From an optimization exercise on the open Yosys and OpenROAD flow, aimed at small area; shortcuts taken in it are not production practice. In this exercise RTL edits were held to simulation tests only and were not proved equivalent to the original. No activity file was given, so power comes from the tool's default toggle rates.

Setup of job 7393:
// uart_secded_top
module uart_secded_top (
  input        clk,
  input        reset_n,              
  input        trans,
  input  [7:0] bus_data_in,
  output       tx,
  output [2:0] tx_status,            
  output       wait_request_write,
  input        rx,
  input        read_en,
  output [2:0] rx_status,            
  output       wait_request_read,
  output [9:0] rx_dout,              
  output       rx_valid              
);
For scale: ~560 cells after synthesis, roughly 300 flip-flops, roughly 8200 um2 of cells after synthesis.
==> flow/config.mk <==
export PLATFORM = sky130hd
export DESIGN_NAME = uart_secded_top
export DESIGN_NICKNAME = uart_secded_top
export VERILOG_FILES = /design/flow/design.v
export SDC_FILE = /design/flow/constraint.sdc
export NUM_CORES = 4
export LEC_CHECK = 0
export CAP_MARGIN = 20
export CORE_MARGIN = 2
export CORE_UTILIZATION = 65
export PLACE_DENSITY = 0.75
export SLEW_MARGIN = 20
==> flow/constraint.sdc <==
create_clock -name core_clock -period 20.0 [get_ports {clk}]
set_input_delay 4.0000 -clock core_clock [delete_from_list [all_inputs] [get_ports {clk}]]
set_output_delay 4.0000 -clock core_clock [all_outputs]
set_load 0.01 [all_outputs]
standard.sh (not shown) runs the stock make flow with config.mk's settings and CLKGATE_MAP_FILE= SYNTH_SCRIPT=/design/flow/synth_recipe.tcl, a recipe that flattens the netlist after the stock synthesis.
==> flow/flow/run.sh <==
#!/bin/bash
# The standard ORFS layout (standard.sh), with these changes:
#  * synthesis maps with an area-oriented ABC script (flow/abc_area.script)
#    in place of ORFS's speed script; everything else in synthesis is
#    unchanged, so the registers are those of the standard synthesis;
#    adders are left to ABC too (no ORFS adder cell mapping);
#  * port buffers are sky130_fd_sc_hd__buf_1;
#  * the clock tree is built from clkbuf_4 cells in clusters of up to 12
#    sinks, without dummy loads;
set -euo pipefail
HERE=$(pwd)
rm -rf "$HERE/scripts"
cp -r "$FLOW_HOME/scripts" "$HERE/scripts"
cp "$HERE/flow/abc_area.script" "$HERE/scripts/abc_speed.script"
export SCRIPTS_DIR="$HERE/scripts"
export ADDER_MAP_FILE=
export BUFFER_PORTS_ARGS="-buffer_cell sky130_fd_sc_hd__buf_1"
export CTS_ARGS="-sink_clustering_enable -repair_clock_nets -buf_list sky130_fd_sc_hd__clkbuf_4 -root_buf sky130_fd_sc_hd__clkbuf_4 -tree_buf sky130_fd_sc_hd__clkbuf_4 -sink_clustering_buffer sky130_fd_sc_hd__clkbuf_16 -sink_clustering_size 40 -sink_clustering_max_diameter 60 -dont_use_dummy_load"
bash standard.sh > standard.log 2>&1
==> flow/flow/abc_area.script <==
&get -n
&st
&syn2
&dch
&nf -R 1000 -p -a -F 8 -A 8
&put
topo
dnsize -c
[inputs] job 9434 vs job 7393
diff --git a/flow/flow/run.sh b/flow/flow/run.sh
--- a/flow/flow/run.sh
+++ b/flow/flow/run.sh
@@ -16,4 +16,4 @@
 export ADDER_MAP_FILE=
 export BUFFER_PORTS_ARGS="-buffer_cell sky130_fd_sc_hd__buf_1"
-export CTS_ARGS="-sink_clustering_enable -repair_clock_nets -buf_list sky130_fd_sc_hd__clkbuf_4 -root_buf sky130_fd_sc_hd__clkbuf_4 -tree_buf sky130_fd_sc_hd__clkbuf_4 -sink_clustering_buffer sky130_fd_sc_hd__clkbuf_16 -sink_clustering_size 40 -sink_clustering_max_diameter 60 -dont_use_dummy_load"
+export CTS_ARGS="-sink_clustering_enable -repair_clock_nets -buf_list sky130_fd_sc_hd__clkbuf_4 -root_buf sky130_fd_sc_hd__clkbuf_4 -tree_buf sky130_fd_sc_hd__clkbuf_4 -sink_clustering_size 12 -sink_clustering_max_diameter 35 -dont_use_dummy_load"
 bash standard.sh > standard.log 2>&1
## What came out
Job 9434 went all the way through the flow, and no timing, DRC or antenna check failed.
Job 7393 → job 9434: setup slack held steady; per-cell via count in the routed design was more or less identical; power of the sequential group neither gained nor lost much; final design utilization lost 0.36 points; share of total power consumed by net switching higher.
Diff job 7393 -> job 9434: global-route usage increased by 0.60 points relative to the old numbers; total chip power decreased by about 3% relative to the old numbers.
Area growth from synthesis to layout ended up 0.55 points lower on job 9434 than on job 7393.
[inputs] job 8914 vs job 9434
diff --git a/flow/flow/run.sh b/flow/flow/run.sh
--- a/flow/flow/run.sh
+++ b/flow/flow/run.sh
@@ -16,4 +16,4 @@
 export ADDER_MAP_FILE=
 export BUFFER_PORTS_ARGS="-buffer_cell sky130_fd_sc_hd__buf_1"
-export CTS_ARGS="-sink_clustering_enable -repair_clock_nets -buf_list sky130_fd_sc_hd__clkbuf_4 -root_buf sky130_fd_sc_hd__clkbuf_4 -tree_buf sky130_fd_sc_hd__clkbuf_4 -sink_clustering_size 12 -sink_clustering_max_diameter 35 -dont_use_dummy_load"
+export CTS_ARGS="-sink_clustering_enable -repair_clock_nets -buf_list sky130_fd_sc_hd__clkbuf_4 -root_buf sky130_fd_sc_hd__clkbuf_4 -tree_buf sky130_fd_sc_hd__clkbuf_4 -sink_clustering_size 12 -sink_clustering_max_diameter 40 -dont_use_dummy_load"
 bash standard.sh > standard.log 2>&1
Notes after the runs:
- Changes observed in job 8914 relative to job 9434: sequential power held; tightest hold margin moved down; power dissipated by switching net loads moved down.
- Switching power share of the total delta (job 8914 -> job 9434): insignificant
- Of job 8914 and job 9434, it is job 8914 that has the higher relative contribution of sequential cells to total power.
- For area of all placed cells without fillers, job 9434 and job 8914 come out practically identical.

==> afterwards: timing with drivers on the ports <==
The flow's constraints put no driver on any port. The routed layouts listed below were extracted and timed again, unchanged, in two steps.
Step 1 assumes that a clkbuf_16 drives the clock port and a buf_2 every other input.
Step 2 times the ports against the registers' clock, not the clock port: input delays grow and output delays shrink by t, the midpoint of the rising clock arrivals with the driver on.
Three values: ideal ports, drivers, drivers and shift; two values: the first two.
| run | t (ns) | setup WS [ns] | hold WS [ns] | latest minus earliest clock arrival (ns) | worst data-port slew with drivers (ns) |
|---|---|---|---|---|---|
| job 7393 | 0.648 | 11.647 / 11.619 / 11.619 | 0.302 / 0.302 / 0.302 | 0.065 / 0.066 | 0.03 |
| job 9434 | 0.558 | 11.646 / 11.617 / 11.617 | 0.266 / 0.266 / 0.266 | 0.079 / 0.079 | 0.04 |
| job 8914 | 0.569 | 11.645 / 11.613 / 11.613 | 0.261 / 0.261 / 0.261 | 0.073 / 0.074 | 0.04 |
After both steps every run listed still meets setup and hold. The setup slack of job 8914, which loses most, moves by -0.032 ns with the drivers and by -0.032 ns with both steps.
